From an optimization exercise on the open Yosys and OpenROAD flow, aimed at small area; shortcuts taken in it are not production practice. In this exercise RTL edits were held to simulation tests only and were not proved equivalent to the original. Power figures rest on the tool's default switching activity, not on a simulated workload.

[flow/design.v]
module mul_obj_check (
    input  wire         sys_clk,
    input  wire         sys_rst_n,
    input  wire         pre_hs,
    input  wire         pre_vs,
    input  wire         pre_wr_en,
    input  wire         pre_1bit,
    output wire         mul_hs,
    output wire         mul_vs,
    output wire         mul_wr_en,
    output wire [9:0]   mul_x,      
    output wire [9:0]   mul_y,
    output wire [639:0] box,        
    output reg  [3:0]   box_cnt,
    output reg          box_full
);
    reg [2:0] vs_reg, hs_reg, wr_en_reg;
    reg       vs_fall, vs_rise;
    reg       pre_1bit_r;
    reg [9:0] cnt_x, cnt_y;
    reg [15:0] tar_flag;
    reg [3:0]  tar_cnt;
    reg        full;
    wire vs_r    = vs_reg[0];
    wire wr_en_r = wr_en_reg[0];
    always @(posedge sys_clk or negedge sys_rst_n) begin
        if (!sys_rst_n) begin
            vs_reg <= 3'd0;
            hs_reg <= 3'd0;
            wr_en_reg <= 3'd0;
        end else begin
            vs_reg <= {vs_reg[1:0], pre_vs};
            hs_reg <= {hs_reg[1:0], pre_hs};
            wr_en_reg <= {wr_en_reg[1:0], pre_wr_en};
        end
    end
    always @(posedge sys_clk) pre_1bit_r <= pre_1bit;
    assign mul_hs = hs_reg[2];
    assign mul_vs = vs_reg[2];
    assign mul_wr_en = wr_en_reg[2];
    always @(posedge sys_clk or negedge sys_rst_n) begin
        if (!sys_rst_n) begin
            vs_fall <= 1'b0;
            vs_rise <= 1'b0;
        end else if (!pre_vs && vs_r) begin
            vs_fall <= 1'b1;
        end else if (!vs_r && pre_vs) begin
            vs_rise <= 1'b1;
        end else begin
            vs_fall <= 1'b0;
            vs_rise <= 1'b0;
        end
    end
    always @(posedge sys_clk or negedge sys_rst_n) begin
        if (!sys_rst_n) begin
            cnt_x <= 10'd0;
            cnt_y <= 10'd0;
        end else if (pre_wr_en) begin
            if (cnt_x != 10'd799) begin
                cnt_x <= cnt_x + 10'd1;
            end else begin
                cnt_x <= 10'd0;
                cnt_y <= (cnt_y != 10'd599) ? cnt_y + 10'd1 : 10'd0;
            end
        end
    end
    wire [1:0]  lag = wr_en_reg[0] + wr_en_reg[1] + wr_en_reg[2];
    wire [10:0] bx = {1'b0, cnt_x} - {9'd0, lag};
    assign mul_x = bx[10] ? bx[9:0] + 10'd800 : bx[9:0];
    assign mul_y = !bx[10] ? cnt_y : (cnt_y == 10'd0) ? 10'd599 : cnt_y - 10'd1;
    wire field_valid = (cnt_x > 10'd20) && (cnt_x < 10'd780) && (cnt_y > 10'd15) && (cnt_y < 10'd585);
    wire s1 = pre_wr_en && !pre_1bit && field_valid;
    wire s2 = wr_en_r && !pre_1bit_r && field_valid;
    wire tf_all = &tar_flag;
    wire tf_any = |tar_flag;
    wire proc = s2 && tf_any;               
    wire new_slot = !vs_fall && s2 && tf_all;
    wire widen = !vs_fall && s2 && tf_any && !tf_all;
    wire [9:0] x2 = cnt_x - 10'd1;
    wire [9:0] xp = cnt_x + 10'd100;
    wire [9:0] xm = (cnt_x >= 10'd100) ? cnt_x - 10'd100 : 10'd0;
    wire [9:0] yp = cnt_y + 10'd100;
    wire [9:0] ym = (cnt_y >= 10'd100) ? cnt_y - 10'd100 : 10'd0;
    wire [9:0] op_l = proc ? x2 : xp;
    wire [9:0] op_r = proc ? x2 : xm;
    wire [9:0] op_u = proc ? cnt_y : yp;
    wire [9:0] op_d = proc ? cnt_y : ym;
    function automatic lt10(input [9:0] a, input [9:0] b);
        integer n;
        reg c;
        begin
            c = 1'b0;
            for (n = 0; n < 10; n = n + 1)
                c = (a[n] ^ b[n]) ? b[n] : c;
            lt10 = c;
        end
    endfunction
    reg [9:0] xmin [15:0];
    reg [9:0] xmax [15:0];
    reg [9:0] ymin [15:0];
    reg [9:0] ymax [15:0];
    wire [15:0] valid, outside, lt_l, gt_r, lt_u, gt_d;
    genvar i;
    generate for (i = 0; i < 16; i = i + 1) begin : sl
        assign valid[i] = full || (tar_cnt > i);
        assign lt_l[i] = lt10(op_l, xmin[i]);
        assign gt_r[i] = lt10(xmax[i], op_r);
        assign lt_u[i] = lt10(op_u, ymin[i]);
        assign gt_d[i] = lt10(ymax[i], op_d);
        assign outside[i] = lt_l[i] | gt_r[i] | lt_u[i] | gt_d[i];
        wire here = widen && !tar_flag[i];
        wire nw = new_slot && (tar_cnt == i);
        wire e_l = nw || (here && lt_l[i]);
        wire e_r = nw || (here && !lt_l[i] && gt_r[i]);
        wire e_d = nw || (here && !lt_l[i] && !gt_r[i] && gt_d[i]);
        wire e_u = nw || (here && !lt_l[i] && !gt_r[i] && !gt_d[i] && lt_u[i]);
        always @(posedge sys_clk) begin
            if (e_l) xmin[i] <= x2;
            if (e_r) xmax[i] <= x2;
            if (e_d) ymax[i] <= cnt_y;
            if (e_u) ymin[i] <= cnt_y;
        end
        reg [39:0] out;
        always @(posedge sys_clk) begin
            if (vs_rise) out <= {ymax[i], xmax[i], ymin[i], xmin[i]};
        end
        assign box[40*i +: 40] = out;
    end endgenerate
    always @(posedge sys_clk or negedge sys_rst_n) begin
        if (!sys_rst_n) begin
            tar_flag <= 16'd0;
            tar_cnt <= 4'd0;
            full <= 1'b0;
        end else if (vs_fall) begin
            tar_flag <= 16'd0;
            tar_cnt <= 4'd0;
            full <= 1'b0;
        end else begin
            if (s1 && !proc && !tf_all)
                tar_flag <= ~valid | outside;
            else
                tar_flag <= 16'd0;
            if (new_slot) begin
                tar_cnt <= tar_cnt + 4'd1;
                if (tar_cnt == 4'd15) full <= 1'b1;
            end
        end
    end
    always @(posedge sys_clk or negedge sys_rst_n) begin
        if (!sys_rst_n) begin
            box_cnt <= 4'd0;
            box_full <= 1'b0;
        end else if (vs_rise) begin
            box_cnt <= tar_cnt;
            box_full <= full;
        end
    end
endmodule
module boundary_fusion (
    input  wire         sys_clk,
    input  wire         sys_rst_n,
    input  wire         pre_wr_en,
    input  wire [9:0]   cnt_x,      
    input  wire [9:0]   cnt_y,
    input  wire         pre_hs,
    input  wire         pre_vs,
    input  wire [639:0] box,
    input  wire [3:0]   box_cnt,
    input  wire         box_full,
    input  wire [15:0]  cam_data,
    output reg  [15:0]  fusion_rgb565,
    output reg          fusion_hs,
    output reg          fusion_vs,
    output reg          fusion_wr_en,
    output wire [7:0]   obj_num
);
    wire field_valid = (cnt_x > 10'd20) && (cnt_x < 10'd780) && (cnt_y > 10'd20) && (cnt_y < 10'd585);
    function automatic [1:0] cmp10(input [9:0] a, input [9:0] b);
        integer n;
        reg c, e;
        reg [9:0] d;
        begin
            d = a ^ b;
            c = 1'b0;
            for (n = 0; n < 10; n = n + 1)
                c = d[n] ? b[n] : c;
            cmp10 = {c, ~|d};
        end
    endfunction
    wire [15:0] hit;
    genvar i;
    generate for (i = 0; i < 16; i = i + 1) begin : sl
        wire [9:0] xl = box[40*i +: 10];
        wire [9:0] yu = box[40*i+10 +: 10];
        wire [9:0] xr = box[40*i+20 +: 10];
        wire [9:0] yd = box[40*i+30 +: 10];
        wire valid = box_full || (box_cnt > i);
        wire [1:0] cl = cmp10(cnt_x, xl);
        wire [1:0] cr = cmp10(xr, cnt_x);
        wire [1:0] cu = cmp10(cnt_y, yu);
        wire [1:0] cd = cmp10(yd, cnt_y);
        assign hit[i] = valid && !cl[1] && !cr[1] && !cu[1] && !cd[1] && (cl[0] || cr[0] || cu[0] || cd[0]);
    end endgenerate
    reg red;
    always @(posedge sys_clk or negedge sys_rst_n) begin
        if (!sys_rst_n) begin
            red <= 1'b0;
            fusion_rgb565 <= 16'd0;
            fusion_hs <= 1'b0;
            fusion_vs <= 1'b0;
            fusion_wr_en <= 1'b0;
        end else begin
            red <= field_valid && (hit != 16'd0);
            fusion_rgb565 <= red ? 16'hF800 : cam_data;
            fusion_hs <= pre_hs;
            fusion_vs <= pre_vs;
            fusion_wr_en <= pre_wr_en;
        end
    end
    reg [4:0] num_r, num;
    reg [1:0] cnt_wait;
    always @(posedge sys_clk or negedge sys_rst_n) begin
        if (!sys_rst_n) begin
            num_r <= 5'd0;
            num <= 5'd0;
            cnt_wait <= 2'd0;
        end else begin
            num_r <= {box_full, box_full ? 4'd0 : box_cnt};
            if (num_r != 5'd0 || cnt_wait == 2'd2) num <= num_r;
            cnt_wait <= (cnt_wait == 2'd2) ? 2'd0 : cnt_wait + 2'd1;
        end
    end
    assign obj_num = {3'd0, num};
endmodule
module obj_track (
    input  wire        sys_clk,
    input  wire        sys_rst_n,
    input  wire        pre_hs,
    input  wire        pre_vs,
    input  wire        pre_wr_en,
    input  wire        pre_1bit,
    input  wire [15:0] cam_data,
    output wire [15:0] fusion_rgb565,
    output wire        fusion_hs,
    output wire        fusion_vs,
    output wire        fusion_wr_en,
    output wire [7:0]  obj_num
);
    wire         mul_hs, mul_vs, mul_wr_en;
    wire [9:0]   mul_x, mul_y;
    wire [639:0] box;
    wire [3:0]   box_cnt;
    wire         box_full;
    mul_obj_check u_mul_obj_check (
        .sys_clk   (sys_clk),
        .sys_rst_n (sys_rst_n),
        .pre_hs    (pre_hs),
        .pre_vs    (pre_vs),
        .pre_wr_en (pre_wr_en),
        .pre_1bit  (pre_1bit),
        .mul_hs    (mul_hs),
        .mul_vs    (mul_vs),
        .mul_wr_en (mul_wr_en),
        .mul_x     (mul_x),
        .mul_y     (mul_y),
        .box       (box),
        .box_cnt   (box_cnt),
        .box_full  (box_full)
    );
    boundary_fusion u_boundary_fusion (
        .sys_clk       (sys_clk),
        .sys_rst_n     (sys_rst_n),
        .pre_wr_en     (mul_wr_en),
        .cnt_x         (mul_x),
        .cnt_y         (mul_y),
        .pre_hs        (mul_hs),
        .pre_vs        (mul_vs),
        .box           (box),
        .box_cnt       (box_cnt),
        .box_full      (box_full),
        .cam_data      (cam_data),
        .fusion_rgb565 (fusion_rgb565),
        .fusion_hs     (fusion_hs),
        .fusion_vs     (fusion_vs),
        .fusion_wr_en  (fusion_wr_en),
        .obj_num       (obj_num)
    );
endmodule
[flow/flow/run.sh]
#!/bin/bash
# Layout flow: the standard flow (standard.sh), with one change in synthesis:
# the combinational logic is mapped by ABC with an area-oriented script
# (flow/area.abc) instead of ORFS's speed script. Everything else in
# synthesis (register mapping, flatten, renaming) is the standard flow's own script.
set -euo pipefail
W=$(pwd)
# ORFS synth.tcl with only the ABC script path replaced
sed 's#^\(\s*\)log_cmd abc {\*}$abc_args#\1set abc_args [lreplace $abc_args 1 1 '"$W"'/flow/area.abc]\n\1log_cmd abc {*}$abc_args#' \
    "$FLOW_HOME/scripts/synth.tcl" > "$W/synth_area.tcl"
grep -q "flow/area.abc" "$W/synth_area.tcl"
# The standard flow's synthesis script, sourcing the edited synth.tcl
sed "s#source \$::env(SCRIPTS_DIR)/synth.tcl#source $W/synth_area.tcl#" "$W/synth_recipe.tcl" > "$W/synth_flow.tcl"
grep -q "synth_area.tcl" "$W/synth_flow.tcl"
bash "$W/standard.sh" SYNTH_SCRIPT="$W/synth_flow.tcl" finish > "$W/make_finish.log" 2>&1
[flow/flow/area.abc]
strash
&get -n
&fraig -x
&put
dc2
strash
&get -n
&dch -f
&nf -R 1000
&put
strash
dc2
&get -n
&dch -f
&nf -R 1000
&put
[flow/standard.sh]
#!/bin/bash
# synth_recipe.tcl (not shown) runs the flow's synth.tcl, then flattens the netlist and writes it again
# the make line also repeats each setting of config.mk as NAME=value (left out here)
make -C /OpenROAD-flow-scripts/flow DESIGN_CONFIG=/design/flow/config.mk WORK_HOME=/design/flow/orfs CLKGATE_MAP_FILE= SYNTH_SCRIPT=/design/flow/synth_recipe.tcl "${@:-finish}"
[flow/config.mk]
export PLATFORM = sky130hd
export DESIGN_NAME = obj_track
export DESIGN_NICKNAME = obj_track
export VERILOG_FILES = /design/flow/design.v
export SDC_FILE = /design/flow/constraint.sdc
export NUM_CORES = 4
export LEC_CHECK = 0
export CAP_MARGIN = 20
export CORE_MARGIN = 2
export CORE_UTILIZATION = 60
export CTS_BUF_LIST = sky130_fd_sc_hd__clkbuf_16
export CTS_CLUSTER_DIAMETER = 75
export CTS_CLUSTER_SIZE = 28
export PLACE_DENSITY = 0.7
export SLEW_MARGIN = 20
[flow/constraint.sdc]
create_clock -name core_clock -period 8.0 [get_ports {sys_clk}]
set_input_delay 1.6000 -clock core_clock [delete_from_list [all_inputs] [get_ports {sys_clk}]]
set_output_delay 1.6000 -clock core_clock [all_outputs]
set_load 0.01 [all_outputs]
==> summary.txt, run 1 <==
Logic synthesis
The share of synthesized registers carrying an async set or reset is 6.50%. The number of warning messages in the yosys log is 6. The most used flip-flop cell after synthesis is sky130_fd_sc_hd__edfxtp_1. After synthesis the netlist holds a flip-flop and latch count of 1370. The netlist area before placement is 0.0607 mm². The cell count after synthesis came out at 4591.

The number of distinct library cells after synthesis is 70. A synthesized cell averages 13.2 µm². For this run, the register share of the synthesized area comes to 67.1%.

The synthesized design contains 1280 enable-type register cells.

Setup path
The start-to-end type of the worst setup path is flip-flop to flip-flop. At the worst endpoint, the required time is 8.66 ns. The endpoint of the lowest-slack register-to-register path is u_boundary_fusion.red$_DFF_PN0_.

The kind of cell adding the most delay to the critical path is simple AND/OR/NAND/NOR gates. Walking the worst path, the cells encountered are ha_1, fa_1, fa_1, fa_4, nand2b_1, nand2_1, nor3_1, nand2_1, or2_0, nor3_1, a21oi_1, o21ai_4, buf_4, nor2_1, nor3_1, nand4_1, nor2_1, a31oi_1, nand3b_1, o2111ai_1, a311o_1, o2111ai_1, nor4_1, a211oi_1. Setup slack on the worst reg-to-reg path comes out at 0.88 ns. For the worst flop-to-flop path, the logic depth is 24. On the critical path, the stage with the largest delay is an instance of sky130_fd_sc_hd__nor3_1. The startpoint of the worst-slack reg-to-reg timing path is u_mul_obj_check.wr_en_reg[2]$_DFF_PN0_. The most critical setup path has its endpoint at u_boundary_fusion.red$_DFF_PN0_. The arrival time at the worst endpoint is 7.78 ns. Counting stages on the worst path, the most repeated cell is sky130_fd_sc_hd__nor3_1. The origin of the worst setup path is u_mul_obj_check.wr_en_reg[2]$_DFF_PN0_. Of all nets on the critical path, the largest fanout is 23.

STA classifies the critical path endpoint as a flip-flop. The critical path startpoint category is a flip-flop. The longest individual stage delay on the worst path is 0.77 ns. The buffering stage count on the worst path with inverters included is 1. In this run the number of cells on the critical path is 24.

Timing
The tightest hold path in the finished design has a slack of 0.363 ns. At the pin with the least slew margin, the transition time is 1.17 ns. The number of pins with negative max-slew slack in the final report is 0. Setup repair after global routing left no endpoint under its margin. The period utilization is 89.0%.

The worst-case clock skew is 0.0415 ns. Setup violations remaining at the end of the flow were counted as 0. The minimum period implied by the final worst setup slack is 7.12 ns. In this run the tightest slew margin relative to its limit is 21.7%. The achievable clock frequency is 140 MHz. The number of hold violations in the final report is 0.

Drt
The number of vias per cell after detailed routing is 7.33. The DRC violation count after routing is 0. In this run the remaining antenna-violating nets after routing total 0.

Summed over all nets, wire length on met2 after detailed routing comes to 87.8 mm. The final routed wirelength across all metal layers is 195 mm. The total iterations of the first detailed-routing run is 8. Dividing the detail-routed wire length by the instance count gives 31.3 µm. In the final routing, the length of wire on met1 measures 73.1 mm.

The uppermost layer routed is met5. The detailed route wirelength on metal3 is 23.7 mm. The first-iteration detailed-routing DRC count is 7555. The routed layout has 45836 vias.

CTS
TritonCTS built the clock tree. The maximum count of clock buffers along a single path is 3. The number of buffers inserted during clock tree synthesis is 61. Clock-pin slew was measured on the worst setup and hold paths at 0.11 ns. Clock tree synthesis found a total of 1370 sinks. In this run the clock root is driven by a sky130_fd_sc_hd__clkbuf_16.

The number of buffers added for setup after CTS is 0. For this design, the CTS-stage hold fixing added 0 buffers. The number of gates resized after CTS was 0.

The H-tree was split into 2 levels. Clock latency on the worst-skew pair, taken at its later pin, is 0.75 ns.

Global route
The initial antenna violation count was 5. The overall fraction of global-route tracks in use is 37.5%. The remaining global-route overflow is 0. The pin count of the biggest net entering global routing is 161. The number of global-route vias before repair is 42870.

The first global-routing pass estimated 281 mm of wire.

Hold path
The min-delay analysis places its worst path in the category flip-flop to flip-flop.

Die
The top-level port count is 49. The die boundary width is 322 µm. The initial utilization of the core area, before any placement, comes to 60.6%.

The die height is 322 µm. The region available for standard cell placement spans 0.100 mm². The floorplan has 116 rows. The overall die area is 0.104 mm².

Pwr
The power per cell area is 264 mW/mm². The worst-case IR drop observed on VDD is 341 µV. The design draws 17700 µW. The net switching component of the power is 6320 µW. The internal power component is 11400 µW. The leakage power is 0.0213 µW. Combinational logic is responsible for 31.3% of the overall power.

The power share of the sequential group is 47.0%. The relative contribution of the clock network to total power is 21.7%. Of the total power, the share spent switching nets is 35.7%.

Placed design
Port buffering added 45 buffers. Routability-driven placement finished with a final weighted congestion of 0.996. The placed wire-length estimate after detailed placement is 132 mm.

Outcome
The run finished with no timing, DRC or antenna violations.

Cells and area
The register with the most flip-flops in the layout has 640 of them. Compared with the post-synthesis result, the final layout area differs by 10.5%. The net count of the finished layout is 5016. The register ranked first by flip-flop count is u_mul_obj_check.sl.out. The share of final-layout standard cells stronger than drive strength 1 is 7.44%.

The number of filler cells placed in the layout is 7223.

Run
The tool flagged a number of max-cap violations equal to 0.
-- area by class of cell --
class,instances,area [µm²],share of cell area (%)
Tap cell,1298,1620,2.42
Timing Repair Buffer,254,2300,3.44
Clock buffer,64,1600,2.39
Sequential cell,1370,40700,60.7
Antenna cell,2,5.00,0.00747
Multi-Input combinational cell,3155,20200,30.1
Inverter,65,244,0.364
Clock inverter,41,325,0.486
-- how the worst min path moves through the flow --
stage | from | end | cells past startpoint
after floorplan | u_mul_obj_check.hs_reg[2]$_DFF_PN0_ | u_boundary_fusion.fusion_hs$_DFF_PN0_ | 0
after global placement | u_mul_obj_check.hs_reg[2]$_DFF_PN0_ | u_boundary_fusion.fusion_hs$_DFF_PN0_ | 0
after detailed placement | u_mul_obj_check.hs_reg[2]$_DFF_PN0_ | u_boundary_fusion.fusion_hs$_DFF_PN0_ | 0
after CTS | u_mul_obj_check.hs_reg[1]$_DFF_PN0_ | u_mul_obj_check.hs_reg[2]$_DFF_PN0_ | 0
after global routing | u_mul_obj_check.hs_reg[0]$_DFF_PN0_ | u_mul_obj_check.hs_reg[1]$_DFF_PN0_ | 0
final | u_mul_obj_check.hs_reg[1]$_DFF_PN0_ | u_mul_obj_check.hs_reg[2]$_DFF_PN0_ | 0
-- cells in the mapped netlist, types with 10 or more instances --
library cell / instances / area share [%]
sky130_fd_sc_hd__a221oi_1: 122 / 1.8
sky130_fd_sc_hd__ha_1: 84 / 1.7
sky130_fd_sc_hd__a2111oi_0: 14 / 0.20
sky130_fd_sc_hd__a221o_1: 33 / 0.54
sky130_fd_sc_hd__nand4_1: 38 / 0.39
sky130_fd_sc_hd__maj3_1: 52 / 0.86
sky130_fd_sc_hd__nor4b_1: 12 / 0.17
sky130_fd_sc_hd__a211oi_1: 45 / 0.56
sky130_fd_sc_hd__o21ai_0: 369 / 3.0
sky130_fd_sc_hd__nor2b_1: 43 / 0.44
sky130_fd_sc_hd__nand2_1: 370 / 2.3
sky130_fd_sc_hd__nor4_1: 47 / 0.48
sky130_fd_sc_hd__nand4b_1: 13 / 0.19
sky130_fd_sc_hd__xnor2_1: 55 / 0.79
sky130_fd_sc_hd__a31oi_1: 35 / 0.36
sky130_fd_sc_hd__a222oi_1: 18 / 0.30
sky130_fd_sc_hd__clkinv_1: 65 / 0.40
sky130_fd_sc_hd__o31ai_1: 10 / 0.12
sky130_fd_sc_hd__xor2_1: 47 / 0.68
sky130_fd_sc_hd__o211ai_1: 17 / 0.21
sky130_fd_sc_hd__a22oi_1: 265 / 3.3
sky130_fd_sc_hd__a21o_1: 12 / 0.15
sky130_fd_sc_hd__o221ai_1: 105 / 1.5
sky130_fd_sc_hd__o2111ai_1: 31 / 0.45
sky130_fd_sc_hd__nor2_1: 352 / 2.2
sky130_fd_sc_hd__o22ai_1: 331 / 3.4
sky130_fd_sc_hd__o21a_1: 10 / 0.12
sky130_fd_sc_hd__a22o_1: 25 / 0.36
sky130_fd_sc_hd__and2_0: 18 / 0.19
sky130_fd_sc_hd__edfxtp_1: 1280 / 63
sky130_fd_sc_hd__or2_0: 12 / 0.12
sky130_fd_sc_hd__nor3_1: 70 / 0.58
sky130_fd_sc_hd__a21oi_1: 279 / 2.3
sky130_fd_sc_hd__nand3_1: 62 / 0.51
sky130_fd_sc_hd__dfrtp_1: 89 / 3.7
sky130_fd_sc_hd__o22a_1: 21 / 0.30
sky130_fd_sc_hd__nand2b_1: 26 / 0.27
-- through the flow --
step                area (µm²)  util [%]  setup WS (ns)  setup TNS [ns]  cells
finish                   67000      66.9          0.878               0   6249
global route             67000      66.9          0.515               0   6247
CTS                      67000      66.9          0.920               0   6245
detailed placement       65000      64.9          0.942               0   6140
global placement         65000      64.9          0.874               0   6139
floorplan                60700         -         -0.126          -0.126   4593
-- worst reg2reg max path, cell delays in order (launching register included) --
cell and delay (ns):
sky130_fd_sc_hd__dfrtp_1 0.40, sky130_fd_sc_hd__ha_1 0.33, sky130_fd_sc_hd__fa_1 0.58, sky130_fd_sc_hd__fa_1 0.23
sky130_fd_sc_hd__fa_4 0.29, sky130_fd_sc_hd__nand2b_1 0.14, sky130_fd_sc_hd__nand2_1 0.15, sky130_fd_sc_hd__nor3_1 0.77
sky130_fd_sc_hd__nand2_1 0.21, sky130_fd_sc_hd__or2_0 0.34, sky130_fd_sc_hd__nor3_1 0.54, sky130_fd_sc_hd__a21oi_1 0.22
sky130_fd_sc_hd__o21ai_4 0.38, sky130_fd_sc_hd__buf_4 0.44, sky130_fd_sc_hd__nor2_1 0.10, sky130_fd_sc_hd__nor3_1 0.14
sky130_fd_sc_hd__nand4_1 0.12, sky130_fd_sc_hd__nor2_1 0.11, sky130_fd_sc_hd__a31oi_1 0.12, sky130_fd_sc_hd__nand3b_1 0.17
sky130_fd_sc_hd__o2111ai_1 0.29, sky130_fd_sc_hd__a311o_1 0.47, sky130_fd_sc_hd__o2111ai_1 0.21, sky130_fd_sc_hd__nor4_1 0.12
sky130_fd_sc_hd__a211oi_1 0.18
-- power by group through the flow --
stage | combinational [µW] | sequential, µW | clock [µW]
2_1_floorplan | 2990 | 8520 | 0
3_3_place_gp | 5250 | 8480 | 0
3_5_place_dp | 5350 | 8480 | 0
4_1_cts | 5380 | 8320 | 3840
5_1_grt | 5830 | 8340 | 4080
6_report | 5530 | 8320 | 3840
-- kinds of logic (layout without fill, tap and decap cells) --
| logic type | Yosys count | in the layout | share of synthesized area [%] |
|---|---|---|---|
| AO/OA/AOI/OAI | 1791 | 1791 | 19.7 |
| flip-flops | 1370 | 1370 | 67.1 |
| AND/OR/NAND/NOR | 1111 | 1111 | 8.45 |
| adder cells (fa/ha/maj) | 139 | 139 | 2.69 |
| XOR/XNOR | 102 | 102 | 1.47 |
| buffers and inverters | 68 | 424 | 0.439 |
| multiplexers | 9 | 9 | 0.159 |
| other | 1 | 5 | 0.00618 |
-- placed cells by master (no fill, tap or decap), drive strengths merged, types with 18 or more instances in the layout --
cell type,synthesis,layout
inv,0,30
nand2,370,370
xor2,47,47
clkdlybuf4s50,0,44
dfrtp,89,89
o221ai,105,105
o22a,21,21
o21ai,369,369
nor3,70,70
a221oi,122,122
edfxtp,1280,1280
buf,3,209
a21oi,279,279
a211oi,45,45
ha,84,84
nor2,352,352
a22o,25,25
nor2b,43,43
nand2b,26,26
xnor2,55,55
and2,18,18
o2111ai,31,31
a222oi,18,18
maj3,52,52
clkbuf,0,65
clkinv,65,73
a31oi,35,35
nand3,62,62
nand4,38,38
a22oi,265,265
o22ai,331,331
a221o,33,33
nor4,47,47
-- per-layer routing --
layer / up-vias / track usage [%]
met2: 3157 / 57.7
met5: - / 0
li1: 19649 / -
met4: 4 / 17.9
met1: 22562 / 52.1
met3: 464 / 6.89
==> inputs of run 2 (changes only) <==
--- a/flow/flow/area.abc
+++ b/flow/flow/area.abc
@@ -14,3 +14,8 @@
 &dch -f
 &nf -R 1000
 &put
+strash
+&get -n
+&dch -f
+&nf -R 2000 -E 500
+&put
==> run 2 against run 1 <==
  * Register-to-register slack got worse by 0.51 ns
  * Worst setup slack got worse by 0.51 ns
  * Global-route usage increased by 2.3 points
  * Sequential power about the same
  * Critical endpoint unchanged
==> summary.txt, run 2 <==
Drt
The DRC violation count after routing is 0. After detailed routing, the average wire length per cell comes to 33.3 µm. The routed design has 207 mm of wire.

The total iterations of the first detailed-routing run is 9. After detailed routing, the number of vias per cell comes to 7.44. The number of routed nets with antenna violations is 0. The first routing iteration left 8538 violations. The routed layout has 46206 vias.

Logic synthesis
In the synthesized netlist, the cells that appear most often are 1280 x sky130_fd_sc_hd__edfxtp_1, 354 x sky130_fd_sc_hd__o21ai_0, 343 x sky130_fd_sc_hd__o22ai_1, 327 x sky130_fd_sc_hd__nand2_1, 300 x sky130_fd_sc_hd__nor2_1. Yosys printed 6 warnings. Yosys mapped the design onto 66 distinct sky130hd cell types. The share of Yosys cell area claimed by the top area cell type is 63.7%. The synthesized area per cell is 13.4 µm². The number of synthesized register bits is 1370. By area the synthesized netlist is led by sky130_fd_sc_hd__edfxtp_1 64%, sky130_fd_sc_hd__dfrtp_1 3.7%, sky130_fd_sc_hd__o22ai_1 3.6%. The sequential share of the synthesized area is 67.5%. In this run, synthesis inferred 1280 flip-flops with an integrated enable.

Counting flops with an async set or reset pin after synthesis yields a share of 6.50%. The leading area contributor after synthesis is sky130_fd_sc_hd__edfxtp_1. Among all flip-flop cells after synthesis, the most frequent one is sky130_fd_sc_hd__edfxtp_1.

The netlist area before placement is 0.0603 mm². The number of standard cells after synthesis is 4490. Among all cell types in the netlist, the one instantiated most often is sky130_fd_sc_hd__edfxtp_1.

Timing
Between clock sinks in the finished design, the worst skew comes to 0.0442 ns. The period utilization is 95.4%. The number of pins with negative max-slew slack in the final report came to 0. Setup violations remaining at the end of the flow were counted as 0. The relative slew slack is 13.7%. Final hold analysis gives a worst-case slack of 0.357 ns. For the pin with the worst max-slew slack, the measured transition is 1.28 ns. The smallest clock period supported by the final layout is computed as 7.63 ns.

Based on the critical path, the design can be clocked at up to 131 MHz. Setup repair after global routing left no endpoint under its margin. The number of hold violations in the final report came to 0.

Setup path
Counting cells, the worst reg-to-reg path comes to 19. For the worst setup path, the data arrival time is 8.20 ns. The critical path goes through ha_1, fa_1, fa_1, fa_4, o21ai_0, buf_4, or3_1, nor4_1, nand2_1, xnor2_2, buf_4, buf_4, a221oi_1, a31oi_1, o21ai_0, a31oi_1, o311ai_0, nor4_1, a21oi_1. The longest individual stage delay on the worst path is 0.89 ns.

The critical path required time is 8.57 ns. Along the worst path, the maximum fanout reaches 17. The critical path's slowest cell is sky130_fd_sc_hd__xnor2_2. The most used cell along the critical path is sky130_fd_sc_hd__buf_4. The critical path startpoint category is a flip-flop. STA classifies the critical path endpoint as a flip-flop. The start-to-end type of the worst setup path is flip-flop to flip-flop.

Global route
The initial antenna violation count came to 11. The remaining global-route overflow is 0. The pin count of the biggest net entering global routing is 159.

Across every metal layer, demand over resource in global routing totals 39.8%. The number of global-route vias before repair is 42505. The wire length of the first global-routing pass is 293 mm.

Run
The max-cap violation count is 0.

CTS
TritonCTS built the clock tree. The hold buffer count at CTS is 0. Counting every sink on the clock net gives 1370.

The number of buffers inserted during clock tree synthesis is 67. The clock tree synthesis step divided the H-tree into 3 levels. After clock tree synthesis, the clock-pin slew on the worst setup and hold paths is 0.10 ns.

The tree is rooted in a sky130_fd_sc_hd__clkbuf_16. For the worst-skew pair, the clock arrives at the later sink with an insertion delay of 0.70 ns. No sink is reached through more buffers than the 3 on the longest clock path.

Outcome
The run finished with no timing, DRC or antenna violations.

Cells and area
The leading cell type in the layout, fill and taps excluded is sky130_fd_sc_hd__edfxtp_1. The number of filler cells placed in the layout is 7080. In the final layout, the share of cells above drive strength 1 is 9.21%.

The number of nets in the layout is 4971. The flip-flop count of the largest register after layout is 640. The finished cells cover 0.0674 mm². The library cells used most frequently in the layout, excluding fill and tap cells, are 1280 x sky130_fd_sc_hd__edfxtp_1, 343 x sky130_fd_sc_hd__o22ai_1, 325 x sky130_fd_sc_hd__o21ai_0. The post-synthesis to final-layout area growth is 11.8%. The register ranked first by flip-flop count is u_mul_obj_check.sl.out.

Die
After floorplanning, the core was divided into 116 placement rows. The top-level port count is 49. The floorplan step defined a die boundary enclosing 0.103 mm².

The die height is 321 µm. The starting density of the core is 60.4%. The core box area is 0.0999 mm². The die boundary width is 321 µm.

Placed design
In this run the tool buffered the top-level ports with 45 buffer cells. Summed over all nets, the half-perimeter wirelength after detailed placement is 142 mm. Routability-driven placement finished with a final weighted congestion of 1.04. The area of placed instances is 0.0651 mm².

Pwr
Summed over all cells, the static leakage comes to 0.0213 µW. The design draws 18400 µW. For this design the ratio of total power to cell area is 273 mW/mm². The worst IR drop on VDD is 516 µV.

Hold path
The depth of the worst hold-timing path is 0. In this run the worst hold path is classified as flip-flop to flip-flop.
-- run 2: cell types whose count changed in the layout (fill, tap and decap cells not counted), sizes merged, moves of 15 or more --
cell and change:
o21ai -15, o31ai +20, buf +51, nand2 -43, a221o -22, nor2 -52, nor3 -20, a222oi +18
o221ai -28, o22a +24, clkinv +26, a2111oi +28
-- run 2: cells by family (layout without fill, tap and decap cells) --
| logic type | after synthesis | in the layout | synth area share (%) |
|---|---|---|---|
| AOI/OAI and AO/OA | 1874 | 1874 | 21.1 |
| DFF | 1370 | 1370 | 67.5 |
| and+or+nand+nor | 935 | 935 | 7.02 |
| adders and majority gates | 127 | 127 | 2.51 |
| buffers and inverters | 90 | 504 | 0.579 |
| xor gates and xnor gates | 89 | 89 | 1.29 |
| muxes | 4 | 4 | 0.0706 |
| other | 1 | 7 | 0.00622 |
-- run 2: critical path, delay by kind of cell (launching register included) --
kind                     cells  cell delay (ns)
adder cells (fa/ha/maj)      4             1.41
AND/OR/NAND/NOR              4             1.50
XOR/XNOR                     1             0.89
buffers and inverters        3             0.81
flip-flops                   1             0.40
AO/OA/AOI/OAI                7             2.49
-- run 2: worst paths after layout --
| kind | start | to | slack, ns |
|---|---|---|---|
| worst min-delay path | u_mul_obj_check.hs_reg[1]$_DFF_PN0_ | u_mul_obj_check.hs_reg[2]$_DFF_PN0_ | 0.36 |
| worst max register to register | u_mul_obj_check.wr_en_reg[2]$_DFF_PN0_ | u_boundary_fusion.red$_DFF_PN0_ | 0.37 |
| min in group asynchronous | sys_rst_n | u_boundary_fusion.fusion_rgb565[15]$_DFF_PN0_ | 0.86 |
| max in group asynchronous | sys_rst_n | u_boundary_fusion.num[0]$_DFFE_PN0P_ | 5.94 |
| worst min register to register | u_mul_obj_check.hs_reg[1]$_DFF_PN0_ | u_mul_obj_check.hs_reg[2]$_DFF_PN0_ | 0.36 |
| worst max-delay path | u_mul_obj_check.wr_en_reg[2]$_DFF_PN0_ | u_boundary_fusion.red$_DFF_PN0_ | 0.37 |
-- run 2: layer usage --
layer	routed length (µm)	vias to the layer above	part of all wire, %	global-route usage [%]
met5	123	-	0.059	0
met4	12100	14	5.8	20.1
met3	29900	489	14	9.32
met2	86500	3536	42	56.9
met1	78300	22593	38	57.5
li1	-	19574	-	-
-- run 2: layout make-up --
class                   count  area (µm²)  share of cell area (%)
diodes                      4        10.0                  0.0149
inverters                  87         327                   0.485
multi-input cells        3032       19900                    29.5
clock inverters            41         432                   0.641
repair buffers            304        2620                    3.88
clock buffers              72        1800                    2.67
well taps                1298        1620                    2.41
flip-flops and latches   1370       40700                    60.4
-- run 2: report_power, final --
| group | internal, µW | switching [µW] | leakage, µW | total (µW) |
|---|---|---|---|---|
| clock | 1810 | 2400 | 0.00113 | 4200 |
| combinational | 1730 | 4120 | 0.00791 | 5850 |
| sequential | 8190 | 160 | 0.0122 | 8350 |
| total | 11700 | 6680 | 0.0213 | 18400 |
-- run 2: through the flow --
stage / TNS, ns / std cells / setup slack (ns) / util (%)
final: 0 / 6208 / 0.366 / 67.5
after global routing: 0 / 6205 / 0.129 / 67.5
after CTS: 0 / 6204 / 0.347 / 67.5
after detailed placement: 0 / 6091 / 0.395 / 65.2
after global placement: 0 / 6091 / 0.436 / 65.2
after floorplan: -0.116 / 4492 / -0.116 / -
-- run 2: what timing repair did --
item,4_1_cts,5_1_grt
resized for setup,0,1
buffers inserted,0,0
endpoints found under the setup margin,0,1
==> inputs of run 3 (changes only) <==
==> flow/flow/area.abc (replaced) <==
strash
&get -n
&fraig -x
&put
dc2
strash
&get -n
&dch -f
&nf -R 1000
&put
strash
dc2
&get -n
&dch -f
&nf -R 1000
&put
--- a/flow/config.mk
+++ b/flow/config.mk
@@ -7,9 +7,9 @@
 export LEC_CHECK = 0
 export CAP_MARGIN = 20
 export CORE_MARGIN = 2
-export CORE_UTILIZATION = 60
+export CORE_UTILIZATION = 75
 export CTS_BUF_LIST = sky130_fd_sc_hd__clkbuf_16
-export CTS_CLUSTER_DIAMETER = 75
+export CTS_CLUSTER_DIAMETER = 60
 export CTS_CLUSTER_SIZE = 28
-export PLACE_DENSITY = 0.7
+export PLACE_DENSITY = 0.85
 export SLEW_MARGIN = 20
==> run 3 against run 2 <==
  * Still clean
  * Non-clock buffer count is 37 lower
  * Sequential power hardly changed
  * Die area is 19% lower
  * Fmax is 3.2% higher
  * Final area is 0.66% higher
  * Register-to-register slack better by 0.24 ns
  * Clock power is 21% higher
  * Combinational power hardly changed
  * Sequential share of layout area is 0.40 points lower
  * Synthesized cell count is 2.2% higher
  * Critical path type unchanged
  * Critical endpoint unchanged
  * Highest routed layer unchanged
==> summary.txt, run 3 <==
Placed design
The final RePlAce weighted congestion is 1.04. The total placed cells including tap cells is 5915. The number of buffers added on ports is 45. The placed wire-length estimate after detailed placement is 139 mm.

Die
The number of rows in the core area is 104. In this run the count of I/O pins placed on the die edge is 49. In this run the horizontal extent of the chip is 288 µm. For this configuration, the core starts out at a cell density of 75.5%.

The core box area is 0.0803 mm². The die is 288 µm tall. The overall die area is 0.0832 mm².

Setup path
The largest single stage delay on the critical path is 0.82 ns. The worst setup path is captured at a flip-flop. The start-to-end type of the worst setup path is flip-flop to flip-flop. The highest fanout seen on the critical path is 35. The most used cell along the critical path is sky130_fd_sc_hd__nand3_1. The worst setup path is launched from a flip-flop. The number of buffers and inverters on the critical path is 2. The termination of the worst setup path is u_boundary_fusion.red$_DFF_PN0_. The endpoint of the lowest-slack register-to-register path is u_boundary_fusion.red$_DFF_PN0_.

The path length in cells of the critical path is 23. Grouping stages by cell kind, the critical path spends the most delay in adder cells. The arrival time at the worst endpoint is 7.99 ns. The worst register-to-register path begins at u_mul_obj_check.wr_en_reg[2]$_DFF_PN0_.

The origin of the worst setup path is u_mul_obj_check.wr_en_reg[2]$_DFF_PN0_. Counting cells, the worst reg-to-reg path comes to 23. The flop-to-flop setup slack is 0.60 ns. At the worst endpoint, the required time is 8.59 ns. The critical path goes through ha_1, fa_1, fa_1, fa_4, nand2b_1, nand3_1, xnor2_1, ha_1, o21ai_4, buf_4, o221ai_1, nor4b_1, o21ai_0, nor4_1, nand4b_1, o31ai_1, buf_4, a21oi_1, a211oi_1, nand3_1, nand3_1, nor4_1, a211oi_1. For this design, the slowest cell found on the critical path is sky130_fd_sc_hd__o21ai_4.

Timing
The number of setup violations in the final report is 0. The worst-case clock skew is 0.0472 ns. The relative slew slack is 16.0%.

Setup repair after global routing left no endpoint under its margin. The number of hold violations in the final report is 0. Of the available clock period, the critical path in the final layout requires 92.5%. Based on the critical path, the design can be clocked at up to 135 MHz. The minimum period implied by the final worst setup slack is 7.40 ns. The transition time at the pin with the least slew margin is 1.26 ns.

The number of pins with negative max-slew slack in the final report came to 0.

Logic synthesis
The synthesized netlist devotes 2.69% of its cell area to adder and majority cells. The most common cell in the synthesized netlist is sky130_fd_sc_hd__edfxtp_1. By area the synthesized netlist is led by sky130_fd_sc_hd__edfxtp_1 63%, sky130_fd_sc_hd__dfrtp_1 3.7%, sky130_fd_sc_hd__o22ai_1 3.4%. The synthesized design spends more area on one cell type than any other, namely sky130_fd_sc_hd__edfxtp_1. The synthesized area per cell is 13.2 µm². The area fraction in compound gates after synthesis is 19.7%.

The number of synthesized register bits is 1370. The area fraction in and, or, nand and nor cells after synthesis is 8.45%. In this run the biggest area consumer among cell types represents 63.4% of the synthesized area.

Summing the sequential cell areas from Yosys gives 67.1% of the chip area. The main combinational cell family by area after synthesis is compound AO/OA/AOI/OAI gates. The number of standard cells after synthesis is 4591. The netlist area before placement is 0.0607 mm². The netlist uses 70 different library cells.

In the synthesized netlist the dominant register cell turns out to be sky130_fd_sc_hd__edfxtp_1. Sorting the synthesized cells by how often they occur yields 1280 x sky130_fd_sc_hd__edfxtp_1, 370 x sky130_fd_sc_hd__nand2_1, 369 x sky130_fd_sc_hd__o21ai_0, 352 x sky130_fd_sc_hd__nor2_1, 331 x sky130_fd_sc_hd__o22ai_1. Of the post-synthesis cell area, the part taken by muxes is 0.159%. During synthesis, Yosys emitted a total of 6 warnings.

The XOR/XNOR share of the synthesized area is 1.47%. In the synthesized netlist the async set-or-reset flop fraction comes to 6.50%. The count of flip-flops with a built-in enable after synthesis is 1280.

Pwr
The leakage power is 0.0218 µW. The completed layout was analyzed and its total power is 19300 µW. VDD sags by at most 776 µV.

The power per cell area is 284 mW/mm².

Drt
The first routing iteration left 11366 violations. The final routed wirelength across all metal layers is 216 mm. Once detail routing completed, the nets flagged for antenna violations numbered 0. The average wire per standard cell is 35.4 µm.

The total iterations of the first detailed-routing run is 10. The DRC violation count after routing is 0. The number of vias per cell after detailed routing is 8.30.

The final route contains 50494 vias.

Cells and area
The leading cell type in the layout, fill and taps excluded is sky130_fd_sc_hd__edfxtp_1. The register ranked first by flip-flop count is u_mul_obj_check.sl.out. The fraction of the core area covered by cells at the end of the flow is 84.5%. The flip-flop count of the largest register after layout is 640. The library cells used most frequently in the layout, excluding fill and tap cells, are 1280 x sky130_fd_sc_hd__edfxtp_1, 368 x sky130_fd_sc_hd__nand2_1, 350 x sky130_fd_sc_hd__nor2_1. The post-synthesis to final-layout area growth is 11.8%. Cells with a size suffix above 1 make up 8.85% of the layout. Fill cells in the final layout number 3850. The non-filler instance count after layout is 6082.

The number of nets in the layout is 5053.

CTS
The buffer cell driving the clock tree root is sky130_fd_sc_hd__clkbuf_16. The number of buffers inserted during clock tree synthesis is 85. Once the clock tree was built, the resizer swapped 0 gates to a different size. The clock sink count is 1370. The H-tree was split into 3 levels. The hold buffer count at CTS is 0.

The clock slew at the register clock pins of the worst setup and hold paths is 0.10 ns. The later-pin clock latency in the skew report is 0.71 ns. Counting along the longest clock path gives a buffer depth of 3. TritonCTS built the clock tree.

The number of setup buffers added after CTS is 0.

Global route
The initial antenna violation count came to 19. The remaining global-route overflow is 0. The overall fraction of global-route tracks in use is 51.5%. The pin count of the biggest net entering global routing is 162. The number of global-route vias before repair came to 48051. The first global-routing pass estimated 308 mm of wire.

Outcome
The run finished with no timing, DRC or antenna violations.

Hold path
The depth of the worst hold-timing path is 0. The classification of the worst-slack hold path is flip-flop to flip-flop.

Run
The max-cap violation count is 0.
## run 3: cell types whose count changed in the layout (fill, tap and decap cells not counted), sizes merged, moves of 18 or more
cell / change
o221ai: +28
o31ai: -20
nor3: +20
inv: +23
a222oi: -18
nand2: +43
a221o: +22
buf: -37
a2111oi: -28
o22a: -24
nor2: +52
## run 3: cells by family (layout without fill, tap and decap cells)
| kind of cell | after synthesis | after routing |
|---|---|---|
| simple gates | 1111 | 1111 |
| xor+xnor | 102 | 102 |
| flops | 1370 | 1370 |
| compound gates | 1791 | 1791 |
| buf+inv | 68 | 491 |
| other cells | 1 | 9 |
| mux | 9 | 9 |
| fa+ha+maj | 139 | 139 |
## run 3: cell type report
class / instances / area [µm²] / area share (%)
Sequential cell: 1370 / 40700 / 60.0
Multi-Input combinational cell: 3155 / 20200 / 29.7
Timing Repair Buffer: 267 / 2300 / 3.39
Clock buffer: 86 / 2150 / 3.17
Tap cell: 1060 / 1330 / 1.96
Clock inverter: 73 / 948 / 1.40
Inverter: 65 / 244 / 0.360
Antenna cell: 6 / 15.0 / 0.0221
## run 3: power breakdown
part	total (µW)	switching (µW)	leakage [µW]	internal, µW
registers	8330	165	0.0125	8170
clock network	5100	2840	0.00152	2260
logic	5860	4230	0.00779	1630
total	19300	7230	0.0218	12100
## run 3: how the worst min path moves through the flow
stage | start | to | slack, ns
final | u_mul_obj_check.vs_reg[1]$_DFF_PN0_ | u_mul_obj_check.vs_reg[2]$_DFF_PN0_ | 0.37
after global routing | u_mul_obj_check.vs_reg[1]$_DFF_PN0_ | u_mul_obj_check.vs_reg[2]$_DFF_PN0_ | 0.38
after CTS | u_mul_obj_check.vs_reg[1]$_DFF_PN0_ | u_mul_obj_check.vs_reg[2]$_DFF_PN0_ | 0.37
after detailed placement | u_mul_obj_check.hs_reg[1]$_DFF_PN0_ | u_mul_obj_check.hs_reg[2]$_DFF_PN0_ | 0.33
after global placement | u_mul_obj_check.vs_reg[2]$_DFF_PN0_ | u_boundary_fusion.fusion_vs$_DFF_PN0_ | 0.33
after floorplan | u_mul_obj_check.hs_reg[2]$_DFF_PN0_ | u_boundary_fusion.fusion_hs$_DFF_PN0_ | 0.33
## run 3: metrics by stage
step                      setup slack, ns  cell area, µm²  hold slack, ns  TNS, ns
after floorplan                    -0.126           60700           0.331   -0.126
after global placement               1.20           64700           0.334        0
after detailed placement             1.00           64700           0.335        0
after CTS                           0.943           67800           0.367        0
after global routing                0.319           67800           0.377        0
final                               0.602           67800           0.369        0
## run 3: per-layer routing
metal	global-route usage (%)	share of wire [%]
met1	64.6	30
met2	74.7	42
met3	19.8	19
met4	35.2	9.0
met5	0	0.057
==> inputs of run 4 (changes only) <==
--- a/flow/flow/area.abc
+++ b/flow/flow/area.abc
@@ -14,3 +14,8 @@
 &dch -f
 &nf -R 1000
 &put
+strash
+&get -n
+&dch -f
+&nf -R 2000 -E 500
+&put
==> flow/config.mk (replaced) <==
export PLATFORM = sky130hd
export DESIGN_NAME = obj_track
export DESIGN_NICKNAME = obj_track
export VERILOG_FILES = /design/flow/design.v
export SDC_FILE = /design/flow/constraint.sdc
export NUM_CORES = 4
export LEC_CHECK = 0
export CAP_MARGIN = 20
export CORE_MARGIN = 2
export CORE_UTILIZATION = 60
export CTS_BUF_LIST = sky130_fd_sc_hd__clkbuf_8
export CTS_CLUSTER_DIAMETER = 60
export CTS_CLUSTER_SIZE = 16
export PLACE_DENSITY = 0.7
export SLEW_MARGIN = 20
==> run 4 against run 3 <==
  * Synthesized cell count is 2.2% lower
  * Clock skew is 0.0016 ns higher
  * Highest routed layer unchanged
  * Clock power is about 20% lower
  * Cell count is 3.5% higher
  * Sequential cell count stayed put
  * Critical endpoint unchanged
  * Largest cell class unchanged
  * Register-to-register slack worse by 0.29 ns
  * Final area is 0.60% lower
  * Still clean on timing, DRC and antenna
==> summary.txt, run 4 <==
Pwr
For this design the total switching power over the nets is 6730 µW. The leakage power is 0.0214 µW. The power per cell area is 271 mW/mm².

The power share of the sequential group is 45.7%. VDD sags by at most 526 µV. Cell internal power was estimated by the tool at 11500 µW. The clock network burns 22.4% of the power.

In this run, the combinational gates consume 32.0% of the power. The switching share of total power is 36.8%.

Die
49 I/O pins were placed. The die covers 0.103 mm². The starting density of the core is 60.4%. After floorplanning, the core was sized to cover 0.0999 mm². The die height is 321 µm. The die boundary width is 321 µm.

The floorplan has 116 rows.

Cells and area
The share of final-layout standard cells stronger than drive strength 1 is 10.4%. The top cell types in the final layout, fill and taps aside, are 1280 x sky130_fd_sc_hd__edfxtp_1, 343 x sky130_fd_sc_hd__o22ai_1, 325 x sky130_fd_sc_hd__o21ai_0. The library cell used most frequently in the layout, excluding fill and tap cells, is sky130_fd_sc_hd__edfxtp_1. Counting flops per register, the top entry is u_mul_obj_check.sl.out.

The number of filler cells placed in the layout is 7130. The number of nets in the layout is 5016. The register with the most flip-flops in the layout has 640 of them.

Relative to the synthesized area, the layout overhead comes to 11.8%.

Setup path
The signal on the critical path passes through ha_1, fa_1, fa_1, fa_4, o21ai_0, buf_4, or3_1, or4_1, buf_4, nor4_1, nor3b_1, nand2_1, a2111oi_4, buf_12, o21ai_0, a31oi_2, o221ai_1, nor4_1, a21oi_1, o311ai_0, nor4_1, a21oi_1. At the worst endpoint, the required time is 8.74 ns. The startpoint of the worst-slack reg-to-reg timing path is u_mul_obj_check.wr_en_reg[2]$_DFF_PN0_. The endpoint of the lowest-slack register-to-register path is u_boundary_fusion.red$_DFF_PN0_. The largest individual stage delay along the critical path comes from the cell sky130_fd_sc_hd__a2111oi_4. In this run the register-to-register setup slack is 0.31 ns.

The number of cell instances on the worst register-to-register path is 22. The critical path startpoint category is a flip-flop. Data arrives at the worst endpoint at 8.43 ns.

The longest individual stage delay on the worst path is 0.75 ns. In this run the worst path has a maximum fanout of 63. The cell that appears most often on the critical path is sky130_fd_sc_hd__nor4_1.

The start-to-end type of the worst setup path is flip-flop to flip-flop. The endpoint kind of the worst setup timing path is a flip-flop.

Outcome
The flow ran to the end and the layout has no timing, DRC or antenna violations.

Logic synthesis
By count the netlist is led by 1280 x sky130_fd_sc_hd__edfxtp_1, 354 x sky130_fd_sc_hd__o21ai_0, 343 x sky130_fd_sc_hd__o22ai_1, 327 x sky130_fd_sc_hd__nand2_1, 300 x sky130_fd_sc_hd__nor2_1. The number of standard cells after synthesis is 4490. The count of flip-flops with a built-in enable after synthesis is 1280. The leading area contributor after synthesis is sky130_fd_sc_hd__edfxtp_1. The netlist area before placement is 0.0603 mm². After synthesis the netlist holds a flip-flop and latch count of 1370. The most frequent cell after synthesis is sky130_fd_sc_hd__edfxtp_1.

The share of Yosys cell area claimed by the top area cell type is 63.7%. The number of warning messages in the yosys log is 6. Counting flops with an async set or reset pin after synthesis yields a share of 6.50%. The number of distinct library cells after synthesis is 66. The synthesized area per cell is 13.4 µm². In the post-synthesis netlist, the biggest area contributors are sky130_fd_sc_hd__edfxtp_1 64%, sky130_fd_sc_hd__dfrtp_1 3.7%, sky130_fd_sc_hd__o22ai_1 3.6%. The sequential share of the synthesized area is 67.5%. Among all flip-flop cells after synthesis, the most frequent one is sky130_fd_sc_hd__edfxtp_1.

Timing
After routing, the total negative slack on setup checks comes to 0 ns. The worst-case clock skew is 0.0488 ns. Timing would allow up to 130 MHz. On the final layout, the worst hold slack is 0.341 ns.

The number of hold violations in the final report is 0. Setup repair after global routing left no endpoint under its margin. Setup violations remaining at the end of the flow were counted as 0. The relative slew slack is 10.7%. The smallest clock period supported by the final layout is computed as 7.69 ns. The period utilization is 96.1%.

The number of pins with negative max-slew slack in the final report is 0. At the pin with the least slew margin, the transition time is 1.33 ns.

Drt
The vias after detailed routing is 46493. The first-iteration detailed-routing DRC count is 8535. The detail route stage leaves a number of antenna-violating nets equal to 0. The total iterations of the first detailed-routing run is 10. Using the TritonRoute via totals, the vias-per-cell ratio works out to 7.39. The DRC violation count after routing is 0. The final routed wirelength across all metal layers is 207 mm. In the final routed layout, each cell accounts on average for 32.9 µm.

CTS
The buffer cell driving the clock tree root is sky130_fd_sc_hd__clkbuf_8. The clock slew at the register clock pins of the worst setup and hold paths is 0.11 ns. TritonCTS built the clock tree.

The depth of the CTS H-tree is 3. No sink is reached through more buffers than the 3 on the longest clock path. Buffers inserted to repair hold after CTS numbered 0.

The number of buffers inserted during clock tree synthesis is 112. The later-pin clock latency in the skew report is 0.84 ns. Clock tree synthesis found a total of 1370 sinks.

Hold path
The end point of the worst hold path is u_boundary_fusion.fusion_hs$_DFF_PN0_. The worst hold path begins at u_mul_obj_check.hs_reg[2]$_DFF_PN0_. The depth of the worst hold-timing path is 0. The classification of the worst-slack hold path is flip-flop to flip-flop.

Placed design
The placed wire-length estimate after detailed placement is 142 mm. The final RePlAce weighted congestion is 1.04. Input and output buffers added on the ports amount to 45.

Global route
The pin count of the biggest net entering global routing is 159. The remaining global-route overflow is 0. The number of global-route vias before repair was 42571.

The initial antenna violation count was 11. The wire length of the first global-routing pass is 294 mm. Across every metal layer, demand over resource in global routing totals 39.8%.

Run
The max-cap violation count is 0.
[run 4: layout make-up]
class                           count  area (µm²)  area share [%]
Tap cell                         1298        1620            2.41
Clock buffer                      123        1690            2.51
Timing Repair Buffer              304        2620            3.88
Inverter                           87         327           0.484
Sequential cell                  1370       40700            60.4
Antenna cell                        5        12.5          0.0186
Multi-Input combinational cell   3032       19900            29.5
Clock inverter                     75         593           0.880
[run 4: cells by family after synthesis]
family          Yosys count  share of synthesized area, %
fa+ha+maj               127                          2.51
simple gates            935                          7.02
compound gates         1874                          21.1
mux                       4                        0.0706
xor+xnor                 89                          1.29
other cells               1                       0.00622
buf+inv                  90                         0.579
flops                  1370                          67.5
[run 4: metrics by stage]
step	util, %	instances	cell area [µm²]	total power [µW]	setup WS (ns)
after global placement	65.2	6091	65100	14000	0.436
after global routing	67.5	6291	67400	18900	0.110
after CTS	67.5	6289	67400	18100	0.306
final	67.5	6294	67400	18300	0.311
after detailed placement	65.2	6091	65100	14100	0.395
after floorplan	-	4492	60300	11700	-0.116
[run 4: what timing repair did]
action / in CTS / in global routing
hold endpoints to repair: 0 / 0
setup buffers: 0 / 0
setup endpoints to repair: 0 / 1
gates resized for setup: 0 / 1
[run 4: critical path: cells and delay by family (launching register included)]
family,cells,cell delay [ns]
compound gates,8,2.81
buf+inv,3,0.76
fa+ha+maj,4,1.41
simple gates,7,2.20
flops,1,0.40
[run 4: worst max-delay path by stage]
stage / endpoint / startpoint / depth (start not counted)
2_1_floorplan: u_boundary_fusion.red$_DFF_PN0_ / u_mul_obj_check.wr_en_reg[2]$_DFF_PN0_ / 19
3_3_place_gp: u_boundary_fusion.red$_DFF_PN0_ / u_mul_obj_check.wr_en_reg[2]$_DFF_PN0_ / 22
3_5_place_dp: u_boundary_fusion.red$_DFF_PN0_ / u_mul_obj_check.wr_en_reg[2]$_DFF_PN0_ / 22
4_1_cts: u_boundary_fusion.red$_DFF_PN0_ / u_mul_obj_check.wr_en_reg[2]$_DFF_PN0_ / 22
5_1_grt: u_boundary_fusion.red$_DFF_PN0_ / u_mul_obj_check.wr_en_reg[1]$_DFF_PN0_ / 23
6_report: u_boundary_fusion.red$_DFF_PN0_ / u_mul_obj_check.wr_en_reg[2]$_DFF_PN0_ / 22
[run 4: power by group through the flow]
stage          combinational [µW]  sequential, µW  clock, µW
2_1_floorplan                3120            8540          0
6_report                     5840            8350       4090
3_3_place_gp                 5530            8500          0
5_1_grt                      6160            8360       4340
3_5_place_dp                 5640            8500          0
4_1_cts                      5670            8340       4090
[run 4: per-layer routing]
| metal | up-vias | routed length (µm) | part of all wire (%) | GRT usage [%] |
|---|---|---|---|---|
| li1 | 19713 | - | - | - |
| met1 | 22777 | 79000 | 38 | 57.9 |
| met2 | 3504 | 86600 | 42 | 56.5 |
| met3 | 493 | 29700 | 14 | 9.29 |
| met4 | 6 | 11900 | 5.7 | 20.2 |
| met5 | - | 36 | 0.017 | 0 |

[re-timing with driven ports]
The flow's constraints put no driver on any port. The routed layouts listed below were extracted and timed again, unchanged, in two steps.
Step 1 sets driving cells, clkbuf_16 on the clock port and buf_2 on the other inputs (assumed; they add their load-dependent delay and slew).
Step 2, shift: input delay + t, output delay - t, t = (earliest + latest rising clock arrival at the registers) / 2. This alone moves slack from input paths to output paths.
a / b / c = ideal ports / drivers / drivers and shift; a / b = the first two.
run | t (ns) | setup WS [ns] | hold slack, ns | worst setup path after step 2 | slew at the worst register clock pin (ns)
run 1 | 0.805 | 0.878 / 0.878 / 0.878 | 0.363 / 0.363 / 0.363 | register to register | 0.12 / 0.12
run 2 | 0.750 | 0.366 / 0.366 / 0.366 | 0.357 / 0.357 / 0.357 | register to register | 0.11 / 0.11
run 3 | 0.766 | 0.602 / 0.602 / 0.602 | 0.369 / 0.369 / 0.369 | register to register | 0.11 / 0.11
run 4 | 0.883 | 0.311 / 0.311 / 0.311 | 0.341 / 0.341 / 0.341 | register to register | 0.11 / 0.11
After both steps setup and hold are still met in every run listed.
